What follows belongs to an exercise in optimizing a design on an open flow for small area; a production flow would make more cautious choices. RTL that was checked went through simulation tests only; none was proved equivalent to the original. No functional check of the RTL was part of runs 2 to 6. Power and IR drop assume default switching activity. The clock port is modelled as an ideal driver; clocking choices that lean on that would not hold on a real chip.

## flow/standard.sh

```bash
#!/bin/bash
# synth_recipe.tcl (not shown) runs the flow's synth.tcl, then flattens the netlist and writes it again
# the make line also repeats each setting of config.mk as NAME=value (left out here)
make -C /OpenROAD-flow-scripts/flow DESIGN_CONFIG=/design/flow/config.mk WORK_HOME=/design/flow/orfs CLKGATE_MAP_FILE= SYNTH_SCRIPT=/design/flow/synth_recipe.tcl "${@:-finish}"
```

## flow/flow/downsize.tcl

```tcl
# Area recovery before placement: give every cell the smallest-area cell of the same function
# and pins (its drive strength may change; a register stays the same kind of register). Repair
# later in the flow upsizes or buffers again where slew, capacitance or timing need it.
set lib [lindex [get_libs *] 0]
sta::make_equiv_cells $lib
set dont_use_pat {probe|lpflow|clkdlybuf|dlygate|dlymetal|clkbuf|clkinv}
set saved 0.0
set n 0
foreach inst [[ord::get_db_block] getInsts] {
  set master [$inst getMaster]
  if { [$master getType] ne "CORE" } { continue }
  set name [$master getName]
  set cell [get_lib_cells -quiet $name]
  if { $cell eq "" } { continue }
  set best $name
  set best_area [expr { [$master getWidth] * [$master getHeight] }]
  foreach eq [sta::find_equiv_cells $cell] {
    set en [get_name $eq]
    if { [regexp $dont_use_pat $en] } { continue }
    set m [[ord::get_db] findMaster $en]
    if { $m eq "NULL" } { continue }
    set a [expr { [$m getWidth] * [$m getHeight] }]
    if { $a < $best_area } { set best $en; set best_area $a }
  }
  if { $best ne $name } {
    set old [expr { [$master getWidth] * [$master getHeight] }]
    set saved [expr { $saved + $old - $best_area }]
    incr n
    replace_cell [$inst getName] $best
  }
}
set dbu [[ord::get_db_block] getDbUnitsPerMicron]
puts "downsize: $n cells replaced, [expr { $saved / $dbu / $dbu }] um2 saved"
```

## flow/flow/run.sh

```bash
#!/bin/bash
# Own flow: the standard synthesis, then the standard ORFS steps with
#  - cells downsized to their smallest equivalent before placement (flow/downsize.tcl),
#  - port buffers made with buf_1,
#  - a clock tree of small clock buffers without dummy loads.
set -euo pipefail
HERE=$(pwd)
bash standard.sh synth > synth.log 2>&1
export PRE_GLOBAL_PLACE_TCL=$HERE/flow/downsize.tcl
export BUFFER_PORTS_ARGS="-buffer_cell sky130_fd_sc_hd__buf_1"
export CTS_ARGS="-sink_clustering_enable -repair_clock_nets -buf_list {sky130_fd_sc_hd__clkbuf_16} -sink_clustering_size 40 -sink_clustering_max_diameter 70 -dont_use_dummy_load"
bash standard.sh > layout.log 2>&1
```

## flow/constraint.sdc

```tcl
create_clock -name core_clock -period 20.0 [get_ports {clk}]
set_input_delay 4.0000 -clock core_clock [delete_from_list [all_inputs] [get_ports {clk}]]
set_output_delay 4.0000 -clock core_clock [all_outputs]
set_load 0.01 [all_outputs]
```

## flow/design.v

```verilog
`timescale 1ns / 1ps
module baud_rate_gen (clk, rst, S_tick);
    input clk, rst;
    output S_tick;
    reg [8:0] lfsr;
    assign S_tick = ~lfsr[8] & lfsr[6] & ~lfsr[4] & ~lfsr[3] & lfsr[2] & ~lfsr[1] & ~lfsr[0];
    always @ (posedge clk, posedge rst) begin
        if (rst)
            lfsr <= 9'h164;
        else
            lfsr <= {lfsr[7:0], (lfsr[8] ^ lfsr[4]) | S_tick};
    end
endmodule
`timescale 1ns / 1ps
module UART_FIFO (clk, rst, wr_en, wr_data, rd_en, rd_data, empty, full, head);
    input clk, rst, wr_en, rd_en;
    input [7:0] wr_data;
    output empty, full;
    output reg [7:0] rd_data;
    output [7:0] head;
    reg [127:0] mem;
    reg [4:0] last;
    assign empty = (last == 5'b11111);
    assign full  = (last == 5'b01111);
    assign head  = mem[{last[3:0], 3'b000} +: 8];
    wire do_wr = wr_en & ~full;
    wire do_rd = rd_en & ~empty;
    always @ (posedge clk) begin
        if (do_wr)
            mem <= {mem[119:0], wr_data};
    end
    always @ (posedge clk) begin
        if (rst) begin
            rd_data <= 8'd0;
            last <= 5'b11111;
        end
        else begin
            if (do_wr & ~do_rd)
                last <= last + 1'b1;
            else if (do_rd & ~do_wr)
                last <= last - 1'b1;
            if (do_rd)
                rd_data <= head;
        end
    end
endmodule
`timescale 1ns / 1ps
module UART_TX (clk, S_tick, tx_start, rst, din, head, tx, tx_done_tick);
    input clk, tx_start, rst;
    input S_tick;
    input [7:0] din, head;
    output tx_done_tick;
    output reg tx;
    reg active, same, ready, par;
    reg [3:0] idx, tick_count;
    assign tx_done_tick = ~active & idx[3];
    wire bit_end = S_tick & (tick_count == 4'd15);
    wire last = (idx == 4'd10);
    reg frame_bit;
    always @ (*) begin
        case (idx)
            4'd0: frame_bit = 1'b0;
            4'd1: frame_bit = din[0];
            4'd2: frame_bit = din[1];
            4'd3: frame_bit = din[2];
            4'd4: frame_bit = din[3];
            4'd5: frame_bit = din[4];
            4'd6: frame_bit = din[5];
            4'd7: frame_bit = din[6];
            4'd8: frame_bit = din[7];
            4'd9: frame_bit = par;
            default: frame_bit = 1'b1;
        endcase
    end
    always @ (posedge clk, posedge rst) begin
        if (rst) begin
            active <= 1'b0;
            same <= 1'b0;
            ready <= 1'b0;
            tx <= 1'b1;
        end
        else begin
            tx <= active ? frame_bit : 1'b1;
            ready <= ~active & same;
            if (~active & tx_start)
                same <= tx_done_tick ? (head == din) : 1'b1;
            if (~active)
                active <= tx_start & ready;
            else if (bit_end & last)
                active <= 1'b0;
        end
    end
    always @ (posedge clk) begin
        if (~active) begin
            tick_count <= 4'd0;
            idx <= 4'd0;
            par <= 1'b0;
        end
        else if (S_tick) begin
            tick_count <= tick_count + 1'b1;
            if (tick_count == 4'd15) begin
                idx <= idx + 1'b1;
                if (idx != 4'd0 && idx <= 4'd8)
                    par <= par ^ frame_bit;
            end
        end
    end
endmodule
`timescale 1ns / 1ps
module UART_RX (clk, S_tick, rst, rx, dout, rx_done_tick, parity_error, frame_error);
    parameter IDLE = 2'b00;
    parameter START = 2'b01;
    parameter SHIFT = 2'b10;
    parameter STOP = 2'b11;
    input clk, rst;
    input S_tick;
    input rx;
    output [7:0] dout;
    output reg rx_done_tick;
    output reg parity_error;
    output frame_error;
    reg [1:0] cs;
    reg [3:0] tick_count, bit_count;
    reg [7:0] data;
    reg par, start_bit;
    assign dout = data;
    wire bit_end = S_tick & (tick_count == 4'd15);
    assign frame_error = rx_done_tick & (start_bit | (cs == STOP));
    always @ (posedge clk, posedge rst) begin
        if (rst) begin
            cs <= IDLE;
            rx_done_tick <= 1'b0;
            parity_error <= 1'b0;
        end
        else begin
            rx_done_tick <= (cs == STOP) & bit_end;
            parity_error <= (cs == STOP) & par;
            case (cs)
                IDLE:  if (~rx) cs <= START;
                START: if (bit_end) cs <= SHIFT;
                SHIFT: if (bit_end & bit_count[3]) cs <= STOP;
                STOP:  if (bit_end & rx) cs <= IDLE;
            endcase
        end
    end
    always @ (posedge clk) begin
        if (cs == IDLE) begin
            tick_count <= 4'd8;
            bit_count <= 4'd0;
        end
        else if (S_tick)
            tick_count <= tick_count + 1'b1;
        if (bit_end) begin
            if (cs == START) begin
                start_bit <= rx;
                par <= 1'b0;
            end
            if (cs == SHIFT) begin
                par <= par ^ rx;
                bit_count <= bit_count + 1'b1;
                if (~bit_count[3])
                    data <= {rx, data[7:1]};
            end
        end
    end
endmodule
`timescale 1ns / 1ps
module Transmitter_TOP (clk, rst, S_tick, tx_wr_data, tx_wr_en, tx, tx_full);
    input clk, rst, S_tick, tx_wr_en;
    input [7:0] tx_wr_data;
    output tx, tx_full;
    wire tx_rd_en;
    wire [7:0] tx_rd_data, tx_head;
    wire tx_empty;
    UART_TX transmitter (.clk(clk), .S_tick(S_tick), .rst(rst), .tx_start(~tx_empty),
                         .din(tx_rd_data), .head(tx_head), .tx(tx), .tx_done_tick(tx_rd_en));
    UART_FIFO tx_fifo (.clk(clk), .rst(rst), .wr_en(tx_wr_en), .wr_data(tx_wr_data),
                       .rd_en(tx_rd_en), .rd_data(tx_rd_data), .empty(tx_empty), .full(tx_full),
                       .head(tx_head));
endmodule
`timescale 1ns / 1ps
module Receiver_TOP (clk, rst, S_tick, rx, rx_rd_en, rx_rd_data, rx_empty, rx_full, rx_parity_error, rx_frame_error);
    input clk, rst, S_tick, rx, rx_rd_en;
    output [7:0] rx_rd_data;
    output rx_empty, rx_full, rx_parity_error, rx_frame_error;
    wire rx_wr_en;
    wire [7:0] rx_wr_data;
    wire [7:0] rx_head;
    UART_RX receiver (.clk(clk), .S_tick(S_tick), .rst(rst), .rx(rx), .dout(rx_wr_data),
                      .rx_done_tick(rx_wr_en), .parity_error(rx_parity_error), .frame_error(rx_frame_error));
    UART_FIFO rx_fifo (.clk(clk), .rst(rst), .wr_en(rx_wr_en), .wr_data(rx_wr_data), .rd_en(rx_rd_en),
                       .rd_data(rx_rd_data), .empty(rx_empty), .full(rx_full), .head(rx_head));
endmodule
`timescale 1ns / 1ps
module UART_wrapper (clk, rst, rx, rx_rd_en, tx_wr_data, tx_wr_en, rx_rd_data, rx_empty, rx_full, tx, tx_full,
                     rx_parity_error, rx_frame_error);
    parameter N_BIT = 8;   
    input clk, rst;
    input rx;   
    input rx_rd_en;   
    input tx_wr_en;   
    input [N_BIT - 1 : 0] tx_wr_data;   
    output rx_empty, rx_full;   
    output tx;   
    output tx_full;   
    output rx_parity_error, rx_frame_error;   
    output [N_BIT - 1 : 0] rx_rd_data;   
    wire S_tick;   
    baud_rate_gen baud_rate_generator (.clk(clk), .rst(rst), .S_tick(S_tick));
    Transmitter_TOP tx_top (.clk(clk), .rst(rst), .S_tick(S_tick), .tx_wr_data(tx_wr_data), .tx_wr_en(tx_wr_en),
                           .tx(tx), .tx_full(tx_full));
    Receiver_TOP rx_top (.clk(clk), .rst(rst), .S_tick(S_tick), .rx(rx), .rx_rd_en(rx_rd_en), .rx_rd_data(rx_rd_data),
                         .rx_empty(rx_empty), .rx_full(rx_full), .rx_parity_error(rx_parity_error), .rx_frame_error(rx_frame_error));
endmodule
```

## flow/config.mk

```make
export PLATFORM = sky130hd
export DESIGN_NAME = UART_wrapper
export DESIGN_NICKNAME = UART_wrapper
export VERILOG_FILES = /design/flow/design.v
export SDC_FILE = /design/flow/constraint.sdc
export NUM_CORES = 4
export LEC_CHECK = 0
export CAP_MARGIN = 20
export CORE_MARGIN = 2
export CORE_UTILIZATION = 55
export SLEW_MARGIN = 20
```

==> reports/results.txt, run 1 <==
Worst Setup Path Type: reg2out
Hold_buf cts: 0
1st-iter DRT viols: 585
Initial Util: 0.561
Worst reg2reg path depth: 12
Comb power frac: 0.187
Psw: 0.368 mW
Gpl congestion: 0.835
CP startpoint: tx_top.tx_fifo.last[1]
Critical path required time: 16000 ps
DR pass1 iterations: 5
# fillers: 1773
First-pass GRT wire length: 37.0 mm
Switching part of the total: 0.255
Final worst path period share: 0.314
P per Cell Area: 103 nW/µm²
Period minus WS final: 6280 ps
Overflow after GRT: 0
CP Capture Point: tx_full
Max stage delay cell, worst path: buf_4
Root Buffer Master: clkbuf_16
CTS buffer count: 18
Synth Net Count: 790
Multi-input logic area: 3680 µm²
Most common cell after layout, fill and taps aside: edfxtp_1
Detailed placement HPWL: 14.4 mm
Worst reg2reg path endpoint: tx_top.tx_fifo.last[4]
Leakage power: 4.97 nW
CP arrival: 2280 ps
Drc violations: 0
Mapped Cells: 756
Number of global-route vias before repair: 6632
Status: complete, no violations
Final hold viol count: 0
Final wirelength: 22.9 mm
Max VDD drop: 0.0000740 V
Layout cells sized above 1: 0.144
Final ANT Viol Nets: 0
Clock Power Share: 0.246
Slew at the pin closest to its max-slew limit: 1040 ps
Die width: 159 µm
Avg Inst Size Synth: 17.4 µm²
Register area: 9280 µm²
IO Count: 27
Worst hold path type: reg2reg
Fmax: 159 MHz
Fin Setup TNS: 0 ps
Post-synthesis sequential area ratio: 0.705
Fin nets: 812
Pin count of the biggest net entering global routing: 93
Distinct cells, synth: 56
GRT Total Usage: 0.190
Worst-path fanout max: 53
Rel. slew slack: 0.304
Via-to-Cell Ratio: 5.92
Crit end category: output port
CP peak stage delay: 620 ps
Post-CTS Setup Bufs: 0
Seq cells post-synth: 326
Synth-to-Final Area Change: 6.77%
Height of the die: 159 µm
Port buffer count: 26
Clock Latency Late Sink: 520 ps
Worst Min Path Start: baud_rate_generator.lfsr[1]
Ant diodes: 0
Cell Area, Synth: 13200 µm²
Post-Route Skew: 52.8 ps
# H-tree levels: 1
Final core occ: 0.598
Commonest non-fill, non-tap cells in the layout: edfxtp_1, mux4_2, mux2i_1, nand2_1, dfxtp_1
Cells along the critical path: buf_4 > nand2_1 > nor3_1 > buf_1
Primary flip-flop cell chosen by synthesis mapping: edfxtp_1
TritonCTS clock tree: done
CTS sink cnt: 326
Finish-stage setup viols: 0
Mean routed wirelength per cell: 20.9 µm
Post-synth EDFFs: 266
CP Launch Type: flop
Post-CTS sizing: 0
Share of flip-flops with an asynchronous set or reset: 0.0521
Hold WS: 348 ps
Core Box Area: 23500 µm²
Clock-pin transition on the worst setup and hold timing paths: 90 ps
Yosys warnings: 4
Initial antenna violation count: 0
Rows: 56
FF-to-FF Start: tx_top.tx_fifo.last[1]
Die area: 25200 µm²
Via count: 6482
Internal power: 1.08 mW
CTS Buffer Depth: 3
Max_cap viols: 0
Final Max Tran Viols: 0
Power share of the sequential group: 0.567
Unrepaired setup endpoints after global routing: false
Setup slack, reg-to-reg: 16260 ps
## critical path, delay by kind of cell, from the launching register on
kind	cells	cell delay, ps
flip-flops	1	330
AND/OR/NAND/NOR	2	580
buffers and inverters	2	830
## kinds of logic (layout without fill, tap and decap cells)
| family | Yosys count | in the layout | share of synthesized area |
|---|---|---|---|
| xor+xnor | 32 | 32 | 0.0213 |
| mux | 124 | 124 | 0.150 |
| simple gates | 131 | 131 | 0.0499 |
| buf+inv | 48 | 68 | 0.0146 |
| flops | 326 | 326 | 0.705 |
| compound gates | 74 | 74 | 0.0381 |
| fa+ha+maj | 21 | 21 | 0.0211 |
## worst min path at each step
stage	endpoint	slack (ps)	depth (start not counted)
6_report	baud_rate_generator.lfsr[2]	350	0
5_1_grt	baud_rate_generator.lfsr[2]	350	0
4_1_cts	baud_rate_generator.lfsr[2]	350	0
3_5_place_dp	baud_rate_generator.lfsr[8]	350	0
3_3_place_gp	baud_rate_generator.lfsr[8]	340	0
2_1_floorplan	baud_rate_generator.lfsr[8]	330	0
## layer usage
layer,part of all wire,wire (µm),track usage,up-vias
met5,0,0,0,-
met3,0.045,1030,0.0302,18
met2,0.46,10600,0.288,128
met1,0.48,11000,0.298,3364
li1,-,-,-,2972
met4,0.014,320,0.0343,0
## Yosys cell counts (all sizes together) (16+ instances only)
cell / n / area share
a21oi: 16 / 0.0061
buf: 17 / 0.0058
clkbuf: 18 / 0.0051
dfxtp: 43 / 0.065
edfxtp: 266 / 0.61
ha: 19 / 0.018
mux2: 17 / 0.015
mux2i: 51 / 0.039
mux4: 56 / 0.096
nand2: 41 / 0.012
nor2: 33 / 0.0094
xor2: 17 / 0.011
## stage by stage
step	instances	total power, mW	instance area, µm²	setup slack (ps)
floorplan	756	1.04	13200	8210
global placement	1077	1.10	13600	13930
global route	1095	1.52	14000	13470
CTS	1095	1.47	14000	13650
detailed placement	1077	1.11	13600	13870
finish	1095	1.44	14000	13730
## power groups by stage
stage          clock network [mW]  registers [mW]  logic [mW]
2_1_floorplan                   0           0.821       0.217
3_3_place_gp                    0           0.831       0.269
3_5_place_dp                    0           0.833       0.273
4_1_cts                     0.372           0.819       0.274
5_1_grt                     0.395           0.824       0.297
6_report                    0.356           0.818       0.270
## registers in the layout, indices dropped and copies added (netlist names), 2 cells and up
register / cells
baud_rate_generator.lfsr: 9
rx_top.receiver.bit_count: 4
rx_top.receiver.cs: 2
rx_top.receiver.data: 8
rx_top.receiver.tick_count: 4
rx_top.rx_fifo.last: 5
rx_top.rx_fifo.mem: 128
rx_top.rx_fifo.rd_data: 8
tx_top.transmitter.idx: 4
tx_top.transmitter.tick_count: 4
tx_top.tx_fifo.last: 5
tx_top.tx_fifo.mem: 128
tx_top.tx_fifo.rd_data: 8
## final cells by class
cell class              count  share of cell area
flip-flops and latches    326               0.661
multi-input cells         382               0.262
clock buffers              18              0.0321
well taps                 319              0.0284
repair buffers             37              0.0131
inverters                  13             0.00347
==> inputs of run 2 (changes only) <==
--- a/flow/design.v
+++ b/flow/design.v
@@ -49,11 +49,10 @@
     input clk, tx_start, rst;
     input S_tick;
     input [7:0] din, head;
-    output tx_done_tick;
+    output reg tx_done_tick;
     output reg tx;
-    reg active, same, ready, par;
+    reg active, same, ready;
     reg [3:0] idx, tick_count;
-    assign tx_done_tick = ~active & idx[3];
     wire bit_end = S_tick & (tick_count == 4'd15);
     wire last = (idx == 4'd10);
     reg frame_bit;
@@ -68,7 +67,7 @@
             4'd6: frame_bit = din[5];
             4'd7: frame_bit = din[6];
             4'd8: frame_bit = din[7];
-            4'd9: frame_bit = par;
+            4'd9: frame_bit = ^din;
             default: frame_bit = 1'b1;
         endcase
     end
@@ -78,9 +77,11 @@
             same <= 1'b0;
             ready <= 1'b0;
             tx <= 1'b1;
+            tx_done_tick <= 1'b0;
         end
         else begin
             tx <= active ? frame_bit : 1'b1;
+            tx_done_tick <= active & bit_end & last;
             ready <= ~active & same;
             if (~active & tx_start)
                 same <= tx_done_tick ? (head == din) : 1'b1;
@@ -94,15 +95,11 @@
         if (~active) begin
             tick_count <= 4'd0;
             idx <= 4'd0;
-            par <= 1'b0;
         end
         else if (S_tick) begin
             tick_count <= tick_count + 1'b1;
-            if (tick_count == 4'd15) begin
+            if (tick_count == 4'd15)
                 idx <= idx + 1'b1;
-                if (idx != 4'd0 && idx <= 4'd8)
-                    par <= par ^ frame_bit;
-            end
         end
     end
 endmodule
@@ -117,24 +114,24 @@
     input rx;
     output [7:0] dout;
     output reg rx_done_tick;
-    output reg parity_error;
-    output frame_error;
+    output reg parity_error, frame_error;
     reg [1:0] cs;
     reg [3:0] tick_count, bit_count;
     reg [7:0] data;
     reg par, start_bit;
     assign dout = data;
     wire bit_end = S_tick & (tick_count == 4'd15);
-    assign frame_error = rx_done_tick & (start_bit | (cs == STOP));
     always @ (posedge clk, posedge rst) begin
         if (rst) begin
             cs <= IDLE;
             rx_done_tick <= 1'b0;
             parity_error <= 1'b0;
+            frame_error <= 1'b0;
         end
         else begin
             rx_done_tick <= (cs == STOP) & bit_end;
             parity_error <= (cs == STOP) & par;
+            frame_error <= (cs == STOP) & bit_end & (start_bit | ~rx);
             case (cs)
                 IDLE:  if (~rx) cs <= START;
                 START: if (bit_end) cs <= SHIFT;
--- a/flow/flow/run.sh
+++ b/flow/flow/run.sh
@@ -8,5 +8,5 @@
 bash standard.sh synth > synth.log 2>&1
 export PRE_GLOBAL_PLACE_TCL=$HERE/flow/downsize.tcl
 export BUFFER_PORTS_ARGS="-buffer_cell sky130_fd_sc_hd__buf_1"
-export CTS_ARGS="-sink_clustering_enable -repair_clock_nets -buf_list {sky130_fd_sc_hd__clkbuf_16} -sink_clustering_size 40 -sink_clustering_max_diameter 70 -dont_use_dummy_load"
+export CTS_ARGS="-sink_clustering_enable -repair_clock_nets -buf_list {sky130_fd_sc_hd__clkbuf_4 sky130_fd_sc_hd__clkbuf_8} -sink_clustering_size 12 -sink_clustering_max_diameter 60 -dont_use_dummy_load"
 bash standard.sh > layout.log 2>&1
--- a/flow/config.mk
+++ b/flow/config.mk
@@ -7,5 +7,5 @@
 export LEC_CHECK = 0
 export CAP_MARGIN = 20
 export CORE_MARGIN = 2
-export CORE_UTILIZATION = 55
+export CORE_UTILIZATION = 40
 export SLEW_MARGIN = 20
==> run 2 against run 1 <==
  * Core utilization down 17 points
  * Clock skew up 18 ps
  * Cell count grew 16%
  * Via count rose by 4.4%
  * Worst setup slack worse by 86 ps
  * Critical endpoint unchanged
==> reports/results.txt, run 2 <==
Status: complete, no violations
# H-tree levels: 1
Placed cell area: 14000 µm²
Cells after DPL: 1244
Area leader, netlist: edfxtp_1
Final ANT Viol Nets: 0
Initial antenna violation count: 0
Worst-path fanout max: 58
Crit end category: output port
Clock-pin transition on the worst setup and hold timing paths: 80 ps
Die width: 188 µm
Avg Inst Size Synth: 16.9 µm²
Synth top area share: 0.590
Period minus WS final: 6360 ps
Final wirelength: 23.6 mm
Detailed placement HPWL: 14.3 mm
Final worst path period share: 0.318
Design Area, Final: 14400 µm²
Synth Net Count: 833
P per Cell Area: 101 nW/µm²
CP Launch Type: flop
Ant diodes: 0
Pin count of the biggest net entering global routing: 78
1st-iter DRT viols: 540
TritonCTS clock tree: done
Die area: 35300 µm²
Max VDD drop: 0.0000607 V
Hold_buf cts: 0
Commonest non-fill, non-tap cells in the layout: edfxtp_1, mux4_2, mux2i_1, nor2_1, dfxtp_1
Drc violations: 0
Via count: 6770
IO Count: 27
CP arrival: 2360 ps
Post-CTS Setup Bufs: 0
Via-to-Cell Ratio: 5.31
Finish-stage setup viols: 0
Seq cells post-synth: 327
First-pass GRT wire length: 37.5 mm
Final Worst Setup Slack: 13640 ps
Final Max Tran Viols: 0
Synth-to-Final Area Change: 6.59%
Cell Area, Synth: 13500 µm²
Fmax: 157 MHz
Slew at the pin closest to its max-slew limit: 981 ps
Non-filler cells, final: 1275
Root Buffer Master: clkbuf_8
Mean routed wirelength per cell: 18.5 µm
# fillers: 2940
Post-synth EDFFs: 266
Final core occ: 0.431
Overflow after GRT: 0
Layout cells sized above 1: 0.149
Final hold viol count: 0
Rel. slew slack: 0.346
Worst hold path type: reg2reg
Mapped Cells: 799
DR pass1 iterations: 4
Leading post-synthesis cells by cell area: edfxtp_1, mux4_2, dfxtp_1
Pre-CTS WS: 13460 ps
Post-layout power: 1.45 mW
Height of the die: 188 µm
Leakage power: 5.09 nW
Port buffer count: 26
Number of global-route vias before repair: 6740
Most frequent cell after synthesis: edfxtp_1
Critical path required time: 16000 ps
Most common cell after layout, fill and taps aside: edfxtp_1
Clock Latency Late Sink: 600 ps
Share of flip-flops with an asynchronous set or reset: 0.0581
CTS buffer count: 31
Rows: 67
Post-synthesis sequential area ratio: 0.688
CTS sink cnt: 327
Unrepaired setup endpoints after global routing: false
Worst Setup Path Type: reg2out
Initial Util: 0.404
Fin nets: 863
Post-CTS sizing: 0
Post-Route Skew: 71.1 ps
Primary flip-flop cell chosen by synthesis mapping: edfxtp_1
GRT Total Usage: 0.132
Gpl congestion: 0.770
Top cells by count, synth: edfxtp_1, mux2i_1, mux4_2
Hold WS: 358 ps
Max_cap viols: 0
CTS Buffer Depth: 3
Fin Setup TNS: 0 ps
Yosys warnings: 4
Core Box Area: 33400 µm²
Distinct cells, synth: 63
## run 2: cell types whose count changed after synthesis, sizes merged, moves of 6 or more
cell,change
nor3,+19
mux2,-15
nor2,+14
o21ai,+12
inv,+10
buf,+9
nor4,+9
nand2,-8
mux4,+7
a22oi,-6
and2,-6
## run 2: worst paths after layout
path	from	end	slack (ps)	cells after the start
max	tx_top.tx_fifo.last[2]	tx_full	13640	4
min	baud_rate_generator.lfsr[7]	baud_rate_generator.lfsr[8]	360	0
max reg2reg	tx_top.tx_fifo.last[2]	tx_top.tx_fifo.last[4]	16290	14
min reg2reg	baud_rate_generator.lfsr[7]	baud_rate_generator.lfsr[8]	360	0
max in group asynchronous	rst	tx_top.transmitter.ready	15850	3
min in group asynchronous	rst	baud_rate_generator.lfsr[7]	3710	3
## run 2: cell type report
class | count | area, µm² | share of cell area
timing repair buffer | 39 | 195 | 0.0135
inverter | 24 | 90.1 | 0.00625
multi-input combinational | 406 | 3830 | 0.266
clock buffer | 31 | 427 | 0.0296
tap | 448 | 561 | 0.0389
sequential | 327 | 9310 | 0.646
## run 2: report_power, final
group	internal (mW)	switching (mW)
sequential	0.790	0.0409
combinational	0.133	0.146
clock	0.137	0.205
## run 2: kinds of logic after synthesis
kind of cell,synth area share
flops,0.688
simple gates,0.0596
mux,0.151
compound gates,0.0373
buf+inv,0.0244
xor+xnor,0.0188
fa+ha+maj,0.0205
## run 2: layer usage
layer	vias up	GRT usage	routed length (µm)
li1	3143	-	-
met3	32	0.0193	1020
met4	0	0.0336	440
met1	3454	0.202	11600
met5	-	0	0
met2	141	0.199	10500
## run 2: critical path, cell delays in order, from the launching register on
cell	delay, ps
dfxtp_2	320
buf_4	640
nand4_1	270
nor2_1	330
buf_1	190
==> inputs of run 3 (changes only) <==
==> flow/run.sh (new file) <==
#!/bin/bash
# synth_recipe.tcl (not shown) runs the flow's synth.tcl, then flattens the netlist and writes it again
# the make line also repeats each setting of config.mk as NAME=value (left out here)
make -C /OpenROAD-flow-scripts/flow DESIGN_CONFIG=/design/flow/config.mk WORK_HOME=/design/flow/orfs CLKGATE_MAP_FILE= SYNTH_SCRIPT=/design/flow/synth_recipe.tcl finish
--- a/flow/config.mk
+++ b/flow/config.mk
@@ -8,4 +8,6 @@
 export CAP_MARGIN = 20
 export CORE_MARGIN = 2
 export CORE_UTILIZATION = 40
+export CTS_BUF_LIST = sky130_fd_sc_hd__clkbuf_2 sky130_fd_sc_hd__clkbuf_4 sky130_fd_sc_hd__clkbuf_8
+export CTS_CLUSTER_SIZE = 16
 export SLEW_MARGIN = 20
removed: flow/flow/run.sh
removed: flow/flow/downsize.tcl
removed: flow/standard.sh
==> run 3 against run 2 <==
  * Wire length is 3.4% higher
  * Total power is 18% higher
  * Fmax is 4.5% lower
  * Synthesized area stayed put
  * Core utilization is 2.6 points higher
  * Still clean
  * Sequential share of layout area is 3.7 points lower
  * Count of clock-buffer cells in the layout is 46 higher
  * Via count is 3.9% higher
  * Largest cell class unchanged
  * Register-to-register slack better by 160 ps
==> reports/results.txt, run 3 <==
Status: complete, no violations
Worst-path fanout max: 58
Clock-pin transition on the worst setup and hold timing paths: 60 ps
Top cells by count, synth: edfxtp_1, mux2i_1, mux4_2
Post-Synth XOR/XNOR Area: 0.0188
Worst Setup Path Type: reg2out
Fmax: 150 MHz
Root Buffer Master: clkbuf_8
CP arrival: 2660 ps
Gpl congestion: 0.740
Drc violations: 0
Number of global-route vias before repair: 7065
Avg Inst Size Synth: 16.9 µm²
Height of the die: 188 µm
Area leader, netlist: edfxtp_1
Post-CTS Setup Bufs: 0
Core Box Area: 33400 µm²
Fin nets: 884
Final worst path period share: 0.333
P per Cell Area: 112 nW/µm²
Synth top area share: 0.590
Fraction of the mapped netlist area in simple logic gates: 0.0596
Cell Area, Synth: 13500 µm²
Mean routed wirelength per cell: 18.2 µm
Post-CTS sizing: 0
Via count: 7037
CTS sink cnt: 327
TritonCTS clock tree: done
Final hold viol count: 0
Leading post-synthesis cells by cell area: edfxtp_1, mux4_2, dfxtp_1
IO Count: 27
Crit end category: output port
Hold_buf cts: 0
Synth-to-Final Area Change: 13.1%
Most common cell after layout, fill and taps aside: edfxtp_1
Synth Net Count: 833
Detailed placement HPWL: 14.1 mm
Finish-stage setup viols: 0
Final ANT Viol Nets: 0
Rows: 67
Most frequent cell after synthesis: edfxtp_1
First-pass GRT wire length: 39.4 mm
Clock Latency Late Sink: 630 ps
Mux cell area share after synthesis: 0.151
Critical path required time: 16000 ps
Largest family of logic cells by synthesized area: multiplexers
Rel. slew slack: 0.289
Commonest non-fill, non-tap cells in the layout: edfxtp_1, clkbuf_8, mux2i_1, mux4_2, nor2_1
Synth Area in Adders: 0.0205
Compound-Gate Fraction of Synth Area: 0.0373
Initial antenna violation count: 0
1st-iter DRT viols: 609
Primary flip-flop cell chosen by synthesis mapping: edfxtp_1
GRT Total Usage: 0.141
Max VDD drop: 0.0000564 V
Post-synth EDFFs: 266
Post-Route Skew: 32.8 ps
Post-synthesis sequential area ratio: 0.688
Yosys warnings: 4
Leakage power: 5.56 nW
CP Launch Type: flop
Port buffer count: 26
CTS Buffer Depth: 3
Distinct cells, synth: 63
Die width: 188 µm
Share of flip-flops with an asynchronous set or reset: 0.0581
Unrepaired setup endpoints after global routing: false
Setup slack, reg-to-reg: 16450 ps
Seq cells post-synth: 327
Final wirelength: 24.4 mm
Overflow after GRT: 0
Mapped Cells: 799
Die area: 35300 µm²
Pin count of the biggest net entering global routing: 88
Max_cap viols: 0
Final core occ: 0.457
DR pass1 iterations: 5
Worst hold path type: reg2reg
Initial Util: 0.404
Fin Setup TNS: 0 ps
Ant diodes: 0
Via-to-Cell Ratio: 5.25
CTS buffer count: 53
Layout cells sized above 1: 0.190
Final Max Tran Viols: 0
Slew at the pin closest to its max-slew limit: 1070 ps
Period minus WS final: 6660 ps
# H-tree levels: 2
==> run 3: cell counts after synthesis <==
Identical to the previous run, type by type.
==> run 3: cells by family (layout without fill, tap and decap cells) <==
kind of cell / Yosys count / count (layout)
DFF: 327 / 327
muxes: 120 / 120
adders and majority gates: 21 / 21
and+or+nand+nor: 162 / 162
AOI/OAI and AO/OA: 74 / 74
xor gates and xnor gates: 29 / 29
buffers and inverters: 66 / 160
==> run 3: path summary, 6_finish.rpt <==
| check | start | endpoint | depth (start not counted) |
|---|---|---|---|
| setup / recovery | tx_top.tx_fifo.last[2] | tx_full | 4 |
| hold / removal | baud_rate_generator.lfsr[5] | baud_rate_generator.lfsr[6] | 0 |
| setup reg to reg | tx_top.tx_fifo.last[2] | tx_top.tx_fifo.last[4] | 13 |
| hold reg to reg | baud_rate_generator.lfsr[5] | baud_rate_generator.lfsr[6] | 0 |
| max in group asynchronous | rst | rx_top.receiver.rx_done_tick | 3 |
| min in group asynchronous | rst | tx_top.transmitter.same | 3 |
==> run 3: report_power, final <==
group | internal (mW) | switching [mW]
logic | 0.146 | 0.147
clock network | 0.323 | 0.266
registers | 0.792 | 0.0426
==> run 3: cell type report <==
type,instances,area [µm²]
fillers,2898,18200
flip-flops and latches,327,9310
multi-input cells,406,3900
clock buffers,77,922
well taps,448,561
repair buffers,38,350
clock inverters,21,156
inverters,24,90.1
==> run 3: per-stage QoR <==
step	setup slack (ps)	cell area [µm²]	total power, mW	cells	hold WS [ps]
finish	13340	15300	1.72	1341	352
global route	13120	15300	1.80	1341	361
CTS	13210	15300	1.74	1341	354
detailed placement	13060	14200	1.14	1243	339
global placement	13110	14200	1.14	1243	340
floorplan	8210	13500	1.06	799	333
==> run 3: worst max-delay path, cell delays in order (launching register included) <==
cell             delay, ps
dfxtp_2                310
buf_4                  580
nand4_1                210
nor2_1                 330
clkdlybuf4s50_1        610
==> run 3: per-layer routing <==
layer | vias up | wire length, µm | global-route usage
met3 | 50 | 1170 | 0.0284
met4 | 0 | 729 | 0.0639
met5 | - | 0 | 0
li1 | 3253 | - | -
met1 | 3582 | 12100 | 0.212
met2 | 152 | 10400 | 0.197
==> inputs of run 4 (changes only) <==
--- a/flow/design.v
+++ b/flow/design.v
@@ -2,13 +2,15 @@
 module baud_rate_gen (clk, rst, S_tick);
     input clk, rst;
     output S_tick;
-    reg [8:0] lfsr;
-    assign S_tick = ~lfsr[8] & lfsr[6] & ~lfsr[4] & ~lfsr[3] & lfsr[2] & ~lfsr[1] & ~lfsr[0];
+    reg [8:0] count;
+    assign S_tick = (count == 9'd325);
     always @ (posedge clk, posedge rst) begin
         if (rst)
-            lfsr <= 9'h164;
+            count <= 9'd0;
+        else if (S_tick)
+            count <= 9'd1;
         else
-            lfsr <= {lfsr[7:0], (lfsr[8] ^ lfsr[4]) | S_tick};
+            count <= count + 1'b1;
     end
 endmodule
 `timescale 1ns / 1ps
@@ -18,29 +20,31 @@
     output empty, full;
     output reg [7:0] rd_data;
     output [7:0] head;
-    reg [127:0] mem;
-    reg [4:0] last;
-    assign empty = (last == 5'b11111);
-    assign full  = (last == 5'b01111);
-    assign head  = mem[{last[3:0], 3'b000} +: 8];
+    reg [7:0] fifo [15:0];
+    reg [4:0] wr_ptr, rd_ptr;
+    wire [4:0] diff = wr_ptr ^ rd_ptr;
+    assign empty = (diff == 5'b00000);
+    assign full  = (diff == 5'b10000);
+    assign head  = fifo[rd_ptr[3:0]];
     wire do_wr = wr_en & ~full;
     wire do_rd = rd_en & ~empty;
     always @ (posedge clk) begin
         if (do_wr)
-            mem <= {mem[119:0], wr_data};
+            fifo[wr_ptr[3:0]] <= wr_data;
     end
     always @ (posedge clk) begin
         if (rst) begin
             rd_data <= 8'd0;
-            last <= 5'b11111;
+            wr_ptr <= 5'd0;
+            rd_ptr <= 5'd0;
         end
         else begin
-            if (do_wr & ~do_rd)
-                last <= last + 1'b1;
-            else if (do_rd & ~do_wr)
-                last <= last - 1'b1;
-            if (do_rd)
+            if (do_wr)
+                wr_ptr <= wr_ptr + 1'b1;
+            if (do_rd) begin
+                rd_ptr <= rd_ptr + 1'b1;
                 rd_data <= head;
+            end
         end
     end
 endmodule
--- a/flow/config.mk
+++ b/flow/config.mk
@@ -8,6 +8,4 @@
 export CAP_MARGIN = 20
 export CORE_MARGIN = 2
 export CORE_UTILIZATION = 40
-export CTS_BUF_LIST = sky130_fd_sc_hd__clkbuf_2 sky130_fd_sc_hd__clkbuf_4 sky130_fd_sc_hd__clkbuf_8
-export CTS_CLUSTER_SIZE = 16
 export SLEW_MARGIN = 20
==> run 4 against run 3 <==
  * Still clean on timing, DRC and antenna
  * Die area up 2.6%
  * Synthesized cell count up 5.4%
  * Total power down 14%
  * Synthesized area up 2.7%
  * Critical path depth up 1
  * First-iteration DRC count up 20%
  * Register-to-register slack better by 210 ps
  * Clock power up 14%
  * Critical endpoint is now rx_full
  * Highest routed layer unchanged
==> reports/results.txt, run 4 <==
Clock-pin transition on the worst setup and hold timing paths: 60 ps
Critical path required time: 16000 ps
Max VDD drop: 0.0000543 V
Initial Util: 0.404
Most common cell after layout, fill and taps aside: edfxtp_1
Post-synth EDFFs: 266
Max stage delay cell, worst path: dfxtp_1
Height of the die: 190 µm
Distinct cells, synth: 52
Top cells by count, synth: edfxtp_1, nor2_1, mux4_2
GRT Total Usage: 0.152
CTS buffer count: 36
Fmax: 144 MHz
Post-CTS Setup Bufs: 0
Avg Inst Size Synth: 16.5 µm²
Most frequent cell after synthesis: edfxtp_1
Detailed placement HPWL: 17.4 mm
Final core occ: 0.460
Overflow after GRT: 0
Period minus WS final: 6920 ps
Final worst path period share: 0.346
Final hold viol count: 0
Mapped Cells: 842
Cell Area, Synth: 13900 µm²
Rows: 68
Ant diodes: 0
Synth Net Count: 878
Cells along the critical path: xor2_1 > nor4_1 > nand2b_1 > inv_1 > clkdlybuf4s50_1
Final Max Tran Viols: 0
Min-Delay Endpoint: tx_top.transmitter.active
CP peak stage delay: 750 ps
Gpl congestion: 0.764
Power share of the sequential group: 0.523
Internal power: 1.18 mW
Fin nets: 910
Post-Route Skew: 15.5 ps
Worst hold path type: reg2reg
Core Box Area: 34400 µm²
Layout cells sized above 1: 0.153
Port buffer count: 26
IO Count: 27
First-pass GRT wire length: 41.8 mm
Mean routed wirelength per cell: 19.9 µm
Post-CTS sizing: 0
Leading post-synthesis cells by cell area: edfxtp_1, mux4_2, dfxtp_1
Share of flip-flops with an asynchronous set or reset: 0.0557
Cells after DPL: 1291
Final Worst Setup Slack: 13080 ps
Fin Setup TNS: 0 ps
Seq cells post-synth: 341
Multi-input logic area: 4030 µm²
Root Buffer Master: clkbuf_16
Status: complete, no violations
Register area: 9590 µm²
CTS sink cnt: 341
Number of global-route vias before repair: 7007
Switching part of the total: 0.196
Final ANT Viol Nets: 0
Worst reg2reg path endpoint: tx_top.transmitter.same
Crit end category: output port
Setup slack, reg-to-reg: 16660 ps
Die width: 190 µm
Buf/Inv on CP: 2
Clock Power Share: 0.457
Worst reg2reg path depth: 8
Commonest non-fill, non-tap cells in the layout: edfxtp_1, nor2_1, mux4_2, dfxtp_1, nand2_1
Via count: 7083
Finish-stage setup viols: 0
Worst-path fanout max: 12
Psw: 0.289 mW
Area leader, netlist: edfxtp_1
Hold Crit Depth: 1
Die area: 36200 µm²
Yosys warnings: 4
Max_cap viols: 0
P per Cell Area: 93.3 nW/µm²
Drc violations: 0
Placed cell area: 14600 µm²
Rel. slew slack: 0.312
Design Area, Final: 15800 µm²
Non-filler cells, final: 1355
# fillers: 2948
DR pass1 iterations: 5
Final wirelength: 26.9 mm
Leakage power: 5.21 nW
CTS Buffer Depth: 3
CP arrival: 2920 ps
Worst Setup Path Type: reg2out
Pre-CTS WS: 13650 ps
Post-synthesis sequential area ratio: 0.690
Pin count of the biggest net entering global routing: 39
Unrepaired setup endpoints after global routing: false
TritonCTS clock tree: done
Primary flip-flop cell chosen by synthesis mapping: edfxtp_1
Slew at the pin closest to its max-slew limit: 1020 ps
Initial antenna violation count: 0
# H-tree levels: 2
Via-to-Cell Ratio: 5.23
Synth top area share: 0.575
1st-iter DRT viols: 728
CP Launch Type: flop
Hold WS: 473 ps
Post-layout power: 1.47 mW
Family with the most delay on the worst path: simple AND/OR/NAND/NOR gates
Hold_buf cts: 0
Worst Min Path Start: tx_top.transmitter.ready
Clock Latency Late Sink: 520 ps
Synth-to-Final Area Change: 13.7%
Comb power frac: 0.020
[run 4: final cells by class]
| cell class | instances | share of cell area |
|---|---|---|
| tap | 455 | 0.0360 |
| multi-input combinational | 440 | 0.255 |
| clock inverter | 15 | 0.0122 |
| timing repair buffer | 37 | 0.0217 |
| inverter | 18 | 0.00428 |
| sequential | 341 | 0.607 |
| clock buffer | 49 | 0.0640 |
[run 4: power groups by stage]
| stage | clock (mW) | combinational, mW | sequential [mW] |
|---|---|---|---|
| 4_1_cts | 0.689 | 0.0298 | 0.770 |
| 3_5_place_dp | 0 | 0.0294 | 0.785 |
| 3_3_place_gp | 0 | 0.0291 | 0.785 |
| 6_report | 0.673 | 0.0293 | 0.771 |
| 5_1_grt | 0.716 | 0.0323 | 0.771 |
| 2_1_floorplan | 0 | 0.0143 | 0.784 |
[run 4: per-layer routing]
layer | GRT usage | routed length (µm)
met2 | 0.223 | 12100
met4 | 0.0483 | 605
met5 | 0 | 0
met1 | 0.230 | 12900
met3 | 0.0274 | 1360
[run 4: cell families (layout without fill, tap and decap cells)]
group,after synthesis,after routing,share of synthesized area
AOI/OAI and AO/OA,44,44,0.0206
and+or+nand+nor,207,207,0.0732
buffers and inverters,61,119,0.0203
muxes,109,109,0.139
xor gates and xnor gates,57,57,0.0359
adders and majority gates,23,23,0.0207
DFF,341,341,0.690
[run 4: worst reg2reg max path, delay by kind of cell (launching register included)]
kind / cells / cell delay [ps]
XOR/XNOR: 1 / 170
AND/OR/NAND/NOR: 2 / 660
buffers and inverters: 1 / 440
multiplexers: 3 / 1080
flip-flops: 1 / 710
AO/OA/AOI/OAI: 1 / 200
[run 4: how the worst max path moves through the flow]
stage	depth (start not counted)	endpoint	from	slack, ps
floorplan	4	tx_top.tx_fifo.fifo[3][0]	tx_wr_en	14490
global placement	5	rx_empty	rx_top.rx_fifo.rd_ptr[2]	13680
detailed placement	4	tx_top.tx_fifo.fifo[3][5]	tx_wr_en	13650
CTS	5	rx_full	rx_top.rx_fifo.rd_ptr[2]	13110
global route	5	rx_full	rx_top.rx_fifo.rd_ptr[2]	12930
finish	5	rx_full	rx_top.rx_fifo.rd_ptr[2]	13080
==> inputs of run 5 (changes only) <==
--- a/flow/config.mk
+++ b/flow/config.mk
@@ -8,4 +8,6 @@
 export CAP_MARGIN = 20
 export CORE_MARGIN = 2
 export CORE_UTILIZATION = 40
+export CTS_BUF_LIST = sky130_fd_sc_hd__clkbuf_8
+export CTS_CLUSTER_SIZE = 20
 export SLEW_MARGIN = 20
==> run 5 against run 4 <==
  * Flip-flop and latch count is the same
  * Critical endpoint unchanged
  * Highest routed layer unchanged
  * Critical path type unchanged
  * Via count is 0.83% higher
  * Fmax is 0.26% higher
  * Clock skew is 17 ps higher
  * Clock power shrank 19%
==> reports/results.txt, run 5 <==
Status: complete, no violations
Drc violations: 0
DR pass1 iterations: 5
Final worst path period share: 0.345
Worst hold path type: reg2reg
Number of global-route vias before repair: 7139
Post-CTS sizing: 0
Hold_buf cts: 0
Crit end category: output port
Worst Setup Path Type: reg2out
Seq cells post-synth: 341
Unrepaired setup endpoints after global routing: false
Max stage delay cell, worst path: dfxtp_1
Clock Power Share: 0.406
Detailed placement HPWL: 17.4 mm
Port buffer count: 26
Post-synth EDFFs: 266
Post-CTS Setup Bufs: 0
Post-Synth XOR/XNOR Area: 0.0359
Avg Inst Size Synth: 16.5 µm²
CTS buffer count: 54
Fmax: 145 MHz
Mux cell area share after synthesis: 0.139
Leakage power: 5.21 nW
Largest family of logic cells by synthesized area: multiplexers
Period minus WS final: 6910 ps
Mapped Cells: 842
Cells along the critical path: xor2_1 > nor4_1 > nand2b_1 > inv_1 > clkdlybuf4s50_1
Layout cells sized above 1: 0.168
Switching part of the total: 0.215
Die width: 190 µm
Core Box Area: 34400 µm²
Yosys warnings: 4
Leading post-synthesis cells by cell area: edfxtp_1, mux4_2, dfxtp_1
Mean routed wirelength per cell: 19.5 µm
Family with the most delay on the worst path: simple AND/OR/NAND/NOR gates
Fraction of the mapped netlist area in simple logic gates: 0.0732
Synth-to-Final Area Change: 12.4%
Most common cell after layout, fill and taps aside: edfxtp_1
# H-tree levels: 2
Initial Util: 0.404
Height of the die: 190 µm
P per Cell Area: 86.3 nW/µm²
Synth top area share: 0.575
Clock Latency Late Sink: 590 ps
Power share of the sequential group: 0.573
Initial antenna violation count: 0
1st-iter DRT viols: 629
Buf/Inv on CP: 2
Ant diodes: 0
Cell Area, Synth: 13900 µm²
Commonest non-fill, non-tap cells in the layout: edfxtp_1, nor2_1, clkbuf_8, mux4_2, dfxtp_1
GRT Total Usage: 0.153
Die area: 36200 µm²
Comb power frac: 0.022
Fin nets: 928
Top cells by count, synth: edfxtp_1, nor2_1, mux4_2
Final hold viol count: 0
Synth Area in Adders: 0.0207
CTS Buffer Depth: 3
Psw: 0.290 mW
Slew at the pin closest to its max-slew limit: 1030 ps
Area leader, netlist: edfxtp_1
Gpl congestion: 0.764
Most frequent cell after synthesis: edfxtp_1
Final wirelength: 27.1 mm
Final ANT Viol Nets: 0
Max_cap viols: 0
Share of flip-flops with an asynchronous set or reset: 0.0557
CP Launch Type: flop
First-pass GRT wire length: 41.9 mm
Finish-stage setup viols: 0
Distinct cells, synth: 52
Worst-path fanout max: 12
IO Count: 27
Rows: 68
Fin Setup TNS: 0 ps
CTS sink cnt: 341
Overflow after GRT: 0
Pin count of the biggest net entering global routing: 39
CP peak stage delay: 740 ps
Max VDD drop: 0.0000549 V
Root Buffer Master: clkbuf_8
CP arrival: 2910 ps
WP depth: 5
Rel. slew slack: 0.305
Via-to-Cell Ratio: 5.13
Compound-Gate Fraction of Synth Area: 0.0206
Post-synthesis sequential area ratio: 0.690
# fillers: 2993
Final Max Tran Viols: 0
Internal power: 1.06 mW
TritonCTS clock tree: done
Clock-pin transition on the worst setup and hold timing paths: 60 ps
Post-Route Skew: 32.7 ps
Critical path required time: 16000 ps
Post-layout power: 1.35 mW
Primary flip-flop cell chosen by synthesis mapping: edfxtp_1
Synth Net Count: 878
Via count: 7142
Worst reg2reg path depth: 8
Hold Crit Depth: 1
run 5: cell count changes in the layout (fill, tap and decap cells not counted), sizes merged:
cell and change:
clkinv +16, bufinv -4, clkbuf +12, clkinvlp -1, inv +13
run 5: area by class of cell:
type,count,area (µm²),share of cell area
Timing Repair Buffer,37,343,0.0220
Sequential cell,341,9590,0.614
Tap cell,455,569,0.0365
Clock inverter,39,171,0.0110
Clock buffer,61,840,0.0538
Multi-Input combinational cell,440,4030,0.258
Inverter,18,67.6,0.00433
run 5: final timing paths:
| kind | startpoint | to | slack, ps |
|---|---|---|---|
| max | rx_top.rx_fifo.rd_ptr[2] | rx_full | 13090 |
| min | tx_top.transmitter.ready | tx_top.transmitter.active | 470 |
| max reg2reg | flop | tx_top.transmitter.same | 16670 |
| min reg2reg | tx_top.transmitter.ready | tx_top.transmitter.active | 470 |
| max in group asynchronous | rst | baud_rate_generator.count[7] | 15300 |
| min in group asynchronous | rst | tx_top.transmitter.same | 4200 |
run 5: per-layer routing:
layer,GRT usage,vias up,part of all wire
li1,-,3312,-
met1,0.227,3620,0.48
met2,0.225,165,0.45
met3,0.0318,45,0.047
met4,0.0489,0,0.022
met5,0,-,0
run 5: cell families (layout without fill, tap and decap cells):
group | Yosys count | count (layout)
buffers and inverters | 61 | 155
multiplexers | 109 | 109
AND/OR/NAND/NOR | 207 | 207
XOR/XNOR | 57 | 57
adder cells (fa/ha/maj) | 23 | 23
flip-flops | 341 | 341
AO/OA/AOI/OAI | 44 | 44
run 5: per-stage QoR:
stage / instance area, µm² / setup WS, ps / utilization / cells / hold slack (ps)
finish: 15600 / 13090 / 0.454 / 1391 / 473
global route: 15600 / 12850 / 0.454 / 1391 / 484
CTS: 15600 / 13020 / 0.454 / 1391 / 466
detailed placement: 14600 / 13650 / 0.424 / 1291 / 467
global placement: 14600 / 13680 / 0.424 / 1291 / 454
floorplan: 13900 / 14490 / - / 842 / 437
run 5: worst register-to-register path, delay by kind of cell (launching register included):
| family | cells | cell delay, ps |
|---|---|---|
| muxes | 3 | 1080 |
| DFF | 1 | 700 |
| and+or+nand+nor | 2 | 660 |
| buffers and inverters | 1 | 440 |
| AOI/OAI and AO/OA | 1 | 190 |
| xor gates and xnor gates | 1 | 170 |
run 5: power groups by stage:
stage / Combinational [mW] / Sequential [mW] / Clock, mW
4_1_cts: 0.0297 / 0.771 / 0.562
3_5_place_dp: 0.0294 / 0.785 / 0
3_3_place_gp: 0.0291 / 0.785 / 0
2_1_floorplan: 0.0143 / 0.784 / 0
6_report: 0.0293 / 0.771 / 0.546
5_1_grt: 0.0323 / 0.771 / 0.592
==> inputs of run 6 (changes only) <==
--- a/flow/design.v
+++ b/flow/design.v
@@ -2,15 +2,13 @@
 module baud_rate_gen (clk, rst, S_tick);
     input clk, rst;
     output S_tick;
-    reg [8:0] count;
-    assign S_tick = (count == 9'd325);
+    reg [8:0] lfsr;
+    assign S_tick = ~lfsr[8] & lfsr[6] & ~lfsr[4] & ~lfsr[3] & lfsr[2] & ~lfsr[1] & ~lfsr[0];
     always @ (posedge clk, posedge rst) begin
         if (rst)
-            count <= 9'd0;
-        else if (S_tick)
-            count <= 9'd1;
+            lfsr <= 9'h164;
         else
-            count <= count + 1'b1;
+            lfsr <= {lfsr[7:0], (lfsr[8] ^ lfsr[4]) | S_tick};
     end
 endmodule
 `timescale 1ns / 1ps
@@ -20,43 +18,53 @@
     output empty, full;
     output reg [7:0] rd_data;
     output [7:0] head;
-    reg [7:0] fifo [15:0];
-    reg [4:0] wr_ptr, rd_ptr;
-    wire [4:0] diff = wr_ptr ^ rd_ptr;
-    assign empty = (diff == 5'b00000);
-    assign full  = (diff == 5'b10000);
-    assign head  = fifo[rd_ptr[3:0]];
+    reg [127:0] mem;
+    reg [4:0] last;
+    assign empty = (last == 5'b11111);
+    assign full  = (last == 5'b01111);
+    wire [7:0] g0, g1, g2, g3;
+    UART_MUX4 m0 (.a(mem[7:0]),    .b(mem[15:8]),   .c(mem[23:16]),  .d(mem[31:24]),  .s(last[1:0]), .y(g0));
+    UART_MUX4 m1 (.a(mem[39:32]),  .b(mem[47:40]),  .c(mem[55:48]),  .d(mem[63:56]),  .s(last[1:0]), .y(g1));
+    UART_MUX4 m2 (.a(mem[71:64]),  .b(mem[79:72]),  .c(mem[87:80]),  .d(mem[95:88]),  .s(last[1:0]), .y(g2));
+    UART_MUX4 m3 (.a(mem[103:96]), .b(mem[111:104]), .c(mem[119:112]), .d(mem[127:120]), .s(last[1:0]), .y(g3));
+    UART_MUX4 m4 (.a(g0), .b(g1), .c(g2), .d(g3), .s(last[3:2]), .y(head));
     wire do_wr = wr_en & ~full;
     wire do_rd = rd_en & ~empty;
     always @ (posedge clk) begin
         if (do_wr)
-            fifo[wr_ptr[3:0]] <= wr_data;
+            mem <= {mem[119:0], wr_data};
     end
     always @ (posedge clk) begin
         if (rst) begin
             rd_data <= 8'd0;
-            wr_ptr <= 5'd0;
-            rd_ptr <= 5'd0;
+            last <= 5'b11111;
         end
         else begin
-            if (do_wr)
-                wr_ptr <= wr_ptr + 1'b1;
-            if (do_rd) begin
-                rd_ptr <= rd_ptr + 1'b1;
+            if (do_wr & ~do_rd)
+                last <= last + 1'b1;
+            else if (do_rd & ~do_wr)
+                last <= last - 1'b1;
+            if (do_rd)
                 rd_data <= head;
-            end
-        end
-    end
+        end
+    end
+endmodule
+module UART_MUX4 (a, b, c, d, s, y);
+    input [7:0] a, b, c, d;
+    input [1:0] s;
+    output [7:0] y;
+    assign y = s[1] ? (s[0] ? d : c) : (s[0] ? b : a);
 endmodule
 `timescale 1ns / 1ps
 module UART_TX (clk, S_tick, tx_start, rst, din, head, tx, tx_done_tick);
     input clk, tx_start, rst;
     input S_tick;
     input [7:0] din, head;
-    output reg tx_done_tick;
+    output tx_done_tick;
     output reg tx;
-    reg active, same, ready;
+    reg active, same, ready, par;
     reg [3:0] idx, tick_count;
+    assign tx_done_tick = ~active & idx[3];
     wire bit_end = S_tick & (tick_count == 4'd15);
     wire last = (idx == 4'd10);
     reg frame_bit;
@@ -71,7 +79,7 @@
             4'd6: frame_bit = din[5];
             4'd7: frame_bit = din[6];
             4'd8: frame_bit = din[7];
-            4'd9: frame_bit = ^din;
+            4'd9: frame_bit = par;
             default: frame_bit = 1'b1;
         endcase
     end
@@ -81,11 +89,9 @@
             same <= 1'b0;
             ready <= 1'b0;
             tx <= 1'b1;
-            tx_done_tick <= 1'b0;
         end
         else begin
             tx <= active ? frame_bit : 1'b1;
-            tx_done_tick <= active & bit_end & last;
             ready <= ~active & same;
             if (~active & tx_start)
                 same <= tx_done_tick ? (head == din) : 1'b1;
@@ -99,11 +105,15 @@
         if (~active) begin
             tick_count <= 4'd0;
             idx <= 4'd0;
+            par <= 1'b0;
         end
         else if (S_tick) begin
             tick_count <= tick_count + 1'b1;
-            if (tick_count == 4'd15)
+            if (tick_count == 4'd15) begin
                 idx <= idx + 1'b1;
+                if (idx != 4'd0 && idx <= 4'd8)
+                    par <= par ^ frame_bit;
+            end
         end
     end
 endmodule
@@ -118,24 +128,24 @@
     input rx;
     output [7:0] dout;
     output reg rx_done_tick;
-    output reg parity_error, frame_error;
+    output reg parity_error;
+    output frame_error;
     reg [1:0] cs;
     reg [3:0] tick_count, bit_count;
     reg [7:0] data;
     reg par, start_bit;
     assign dout = data;
     wire bit_end = S_tick & (tick_count == 4'd15);
+    assign frame_error = rx_done_tick & (start_bit | (cs == STOP));
     always @ (posedge clk, posedge rst) begin
         if (rst) begin
             cs <= IDLE;
             rx_done_tick <= 1'b0;
             parity_error <= 1'b0;
-            frame_error <= 1'b0;
         end
         else begin
             rx_done_tick <= (cs == STOP) & bit_end;
             parity_error <= (cs == STOP) & par;
-            frame_error <= (cs == STOP) & bit_end & (start_bit | ~rx);
             case (cs)
                 IDLE:  if (~rx) cs <= START;
                 START: if (bit_end) cs <= SHIFT;
==> flow/flow/run.sh (new file) <==
#!/bin/bash
# Own flow: the standard synthesis, then the standard ORFS steps with
#  - cells downsized to their smallest equivalent before placement (flow/downsize.tcl),
#  - port buffers made with buf_1,
#  - a clock tree of small clock buffers without dummy loads.
set -euo pipefail
HERE=$(pwd)
bash standard.sh synth > synth.log 2>&1
export PRE_GLOBAL_PLACE_TCL=$HERE/flow/downsize.tcl
export BUFFER_PORTS_ARGS="-buffer_cell sky130_fd_sc_hd__buf_1"
export CTS_ARGS="-sink_clustering_enable -repair_clock_nets -buf_list {sky130_fd_sc_hd__clkbuf_16} -sink_clustering_size 34 -sink_clustering_max_diameter 100 -dont_use_dummy_load"
bash standard.sh > layout.log 2>&1
==> flow/flow/downsize.tcl (new file) <==
# Area recovery before placement: give every cell the smallest-area cell of the same function
# and pins (its drive strength may change; a register stays the same kind of register). Repair
# later in the flow upsizes or buffers again where slew, capacitance or timing need it.
set lib [lindex [get_libs *] 0]
sta::make_equiv_cells $lib
set dont_use_pat {probe|lpflow|clkdlybuf|dlygate|dlymetal|clkbuf|clkinv}
set saved 0.0
set n 0
foreach inst [[ord::get_db_block] getInsts] {
  set master [$inst getMaster]
  if { [$master getType] ne "CORE" } { continue }
  set name [$master getName]
  set cell [get_lib_cells -quiet $name]
  if { $cell eq "" } { continue }
  set best $name
  set best_area [expr { [$master getWidth] * [$master getHeight] }]
  foreach eq [sta::find_equiv_cells $cell] {
    set en [get_name $eq]
    if { [regexp $dont_use_pat $en] } { continue }
    set m [[ord::get_db] findMaster $en]
    if { $m eq "NULL" } { continue }
    set a [expr { [$m getWidth] * [$m getHeight] }]
    if { $a < $best_area } { set best $en; set best_area $a }
  }
  if { $best ne $name } {
    set old [expr { [$master getWidth] * [$master getHeight] }]
    set saved [expr { $saved + $old - $best_area }]
    incr n
    replace_cell [$inst getName] $best
  }
}
set dbu [[ord::get_db_block] getDbUnitsPerMicron]
puts "downsize: $n cells replaced, [expr { $saved / $dbu / $dbu }] um2 saved"
==> flow/standard.sh (new file) <==
#!/bin/bash
# synth_recipe.tcl (not shown) runs the flow's synth.tcl, then flattens the netlist and writes it again
# the make line also repeats each setting of config.mk as NAME=value (left out here)
make -C /OpenROAD-flow-scripts/flow DESIGN_CONFIG=/design/flow/config.mk WORK_HOME=/design/flow/orfs CLKGATE_MAP_FILE= SYNTH_SCRIPT=/design/flow/synth_recipe.tcl "${@:-finish}"
--- a/flow/config.mk
+++ b/flow/config.mk
@@ -7,7 +7,7 @@
 export LEC_CHECK = 0
 export CAP_MARGIN = 20
 export CORE_MARGIN = 2
-export CORE_UTILIZATION = 40
-export CTS_BUF_LIST = sky130_fd_sc_hd__clkbuf_8
-export CTS_CLUSTER_SIZE = 20
+export CORE_UTILIZATION = 55
 export SLEW_MARGIN = 20
+export SYNTH_HIERARCHICAL = 1
+export SYNTH_MINIMUM_KEEP_SIZE = 0
removed: flow/run.sh
==> run 6 against run 5 <==
  * Synthesized cell count shrank 21%
  * Fmax grew 12%
  * First-iteration DRC count shrank 24%
  * Count of clock-buffer cells in the layout shrank 48
  * Critical path depth shrank 1
==> reports/results.txt, run 6 <==
P per Cell Area: 99.5 nW/µm²
GR peak layer: met2
Critical path required time: 16000 ps
Fin nets: 722
Cells after DPL: 991
Synth Net Count: 701
Post-CTS sizing: 0
Gpl congestion: 0.823
Buf/Inv on CP: 2
CTS sink cnt: 326
Worst Setup Path Type: reg2out
Rows: 56
Drc violations: 0
CP Launch Type: flop
GRT Total Usage: 0.168
Detailed placement HPWL: 12.2 mm
Leading post-synthesis cells by cell area: edfxtp_1, mux4_2, dfxtp_1
Die area: 24800 µm²
Port buffer count: 26
Hold WS: 370 ps
Yosys warnings: 10
Register area: 9280 µm²
Power share of the sequential group: 0.605
Final ANT Viol Nets: 0
Overflow after GRT: 0
Finish-stage setup viols: 0
Cell Area, Synth: 13000 µm²
Max_cap viols: 0
Worst hold path type: reg2reg
Final worst path period share: 0.308
Root Buffer Master: clkbuf_16
Clock-pin transition on the worst setup and hold timing paths: 120 ps
Design Area, Final: 13600 µm²
CP peak stage delay: 560 ps
Core Box Area: 23300 µm²
Comb power frac: 0.173
Crit end category: output port
Final core occ: 0.582
Initial Util: 0.556
Most common cell after layout, fill and taps aside: edfxtp_1
Top cells by count, synth: edfxtp_1, mux4_2, dfxtp_1
Largest family of logic cells by synthesized area: multiplexers
Avg Inst Size Synth: 19.5 µm²
Non-filler cells, final: 1004
Status: complete, no violations
Post-synth EDFFs: 266
Switching part of the total: 0.241
# fillers: 1720
First-pass GRT wire length: 32.7 mm
Post-Synth XOR/XNOR Area: 0.0169
Post-synthesis sequential area ratio: 0.715
Multi-input logic area: 3350 µm²
Mapped Cells: 666
Post-Route Skew: 21.2 ps
Mean routed wirelength per cell: 20.0 µm
Pin count of the biggest net entering global routing: 95
Unrepaired setup endpoints after global routing: false
Most frequent cell after synthesis: edfxtp_1
Share of flip-flops with an asynchronous set or reset: 0.0521
Number of global-route vias before repair: 6035
Max VDD drop: 0.0000776 V
Synth top area share: 0.615
Area leader, netlist: edfxtp_1
Clock Latency Late Sink: 490 ps
Commonest non-fill, non-tap cells in the layout: edfxtp_1, mux4_2, dfxtp_1, nor2_1, buf_1
Family with the most delay on the worst path: buffers and inverters
# H-tree levels: 1
Worst-path fanout max: 36
Internal power: 1.03 mW
Seq cells post-synth: 326
CTS buffer count: 13
Mux cell area share after synthesis: 0.157
Synth-to-Final Area Change: 4.68%
Period minus WS final: 6150 ps
Synth Area in Adders: 0.0224
Cells along the critical path: buf_4 > nand4_1 > nor2_1 > buf_1
CP arrival: 2150 ps
Hold_buf cts: 0
TritonCTS clock tree: done
CTS Buffer Depth: 3
Primary flip-flop cell chosen by synthesis mapping: edfxtp_1
Clock Power Share: 0.222
Initial antenna violation count: 0
Max stage delay cell, worst path: buf_4
Final hold viol count: 0
Psw: 0.325 mW
Post-CTS Setup Bufs: 0
Ant diodes: 0
Fraction of the mapped netlist area in simple logic gates: 0.0439
Leakage power: 4.70 nW
Height of the die: 158 µm
Layout cells sized above 1: 0.168
DR pass1 iterations: 5
Die width: 158 µm
Placed cell area: 13300 µm²
IO Count: 27
Final wirelength: 20.1 mm
Via count: 5874
Final Max Tran Viols: 0
Met1 Use GR: 0.237
Slew at the pin closest to its max-slew limit: 1020 ps
Via-to-Cell Ratio: 5.85
Grt met2 use: 0.287
M3 GR Usage: 0.0224
Fin Setup TNS: 0 ps
Distinct cells, synth: 56
Fmax: 162 MHz
1st-iter DRT viols: 480
Compound-Gate Fraction of Synth Area: 0.0223
Rel. slew slack: 0.315
run 6: layout make-up:
type,instances,share of cell area
clock buffers,13,0.0239
flip-flops and latches,326,0.683
repair buffers,36,0.0133
multi-input cells,295,0.246
inverters,15,0.00414
well taps,319,0.0294
run 6: power groups by stage:
| stage | logic (mW) | clock network [mW] | registers [mW] |
|---|---|---|---|
| floorplan | 0.198 | 0 | 0.829 |
| global placement | 0.234 | 0 | 0.831 |
| global route | 0.258 | 0.334 | 0.825 |
| CTS | 0.240 | 0.316 | 0.819 |
| detailed placement | 0.239 | 0 | 0.834 |
| finish | 0.234 | 0.300 | 0.818 |
run 6: kinds of logic after synthesis:
kind of cell,after synthesis
flip-flops,326
multiplexers,103
AND/OR/NAND/NOR,103
buffers and inverters,45
AO/OA/AOI/OAI,42
XOR/XNOR,25
adder cells (fa/ha/maj),22
run 6: worst paths after layout:
check / start / to / slack [ps] / cells past startpoint
worst max-delay path: rx_top.rx_fifo.last[0] / rx_full / 13850 / 4
worst min-delay path: baud_rate_generator.lfsr[5] / baud_rate_generator.lfsr[6] / 370 / 0
worst max register to register: tx_top.tx_fifo.last[2] / tx_top.tx_fifo.last[4] / 16610 / 10
worst min register to register: baud_rate_generator.lfsr[5] / baud_rate_generator.lfsr[6] / 370 / 0
max in group asynchronous: rst / baud_rate_generator.lfsr[6] / 15990 / 3
min in group asynchronous: rst / rx_top.receiver.cs[0] / 3660 / 3
run 6: Yosys stat by module (local to each module, per instance), excerpt:
module           flip-flops and latches  copies in the design
Transmitter_TOP                       0                     1
baud_rate_gen                         9                     1
UART_FIFO                           141                     2
UART_MUX4                             0                    10
UART_TX                              13                     1
UART_RX                              22                     1
run 6: metrics by stage:
| stage | total power [mW] | setup slack, ps |
|---|---|---|
| 2_1_floorplan | 1.03 | 8510 |
| 3_3_place_gp | 1.07 | 13700 |
| 3_5_place_dp | 1.07 | 13480 |
| 4_1_cts | 1.38 | 13740 |
| 5_1_grt | 1.42 | 13600 |
| 6_report | 1.35 | 13850 |
run 6: layer usage:
layer	routed length [µm]	vias up
met2	10200	112
li1	-	2655
met5	0	-
met3	645	19
met4	350	0
met1	8890	3088

what the ideal ports hide:
Ports are ideal in the flow. The routed layouts listed here were re-timed in OpenROAD. Step 1, drivers: a clkbuf_16 drives clk and a buf_2 each remaining input, both assumed. Step 2 times the ports against the registers' clock, not the clock port: input delays grow and output delays shrink by t, the midpoint of the rising clock arrivals with the driver on. Slacks: no drivers / after step 1 / after step 2; pairs: no drivers / after step 1.
run	shift t [ns]	setup WS [ns]	pins driven straight from the clock port
run 1	0.540	13.725 / 13.676 / 13.880	1
run 2	0.609	13.639 / 13.592 / 13.517	1
run 3	0.658	13.342 / 13.295 / 13.081	1
run 4	0.554	13.076 / 13.030 / 13.585	1
run 5	0.617	13.094 / 13.051 / 13.668	1
run 6	0.524	13.845 / 13.797 / 13.460	1
After both steps setup and hold are still met in every run listed. For run 6, which loses most, drivers alone change the setup slack by -0.048 ns; drivers and shift together by -0.385 ns.
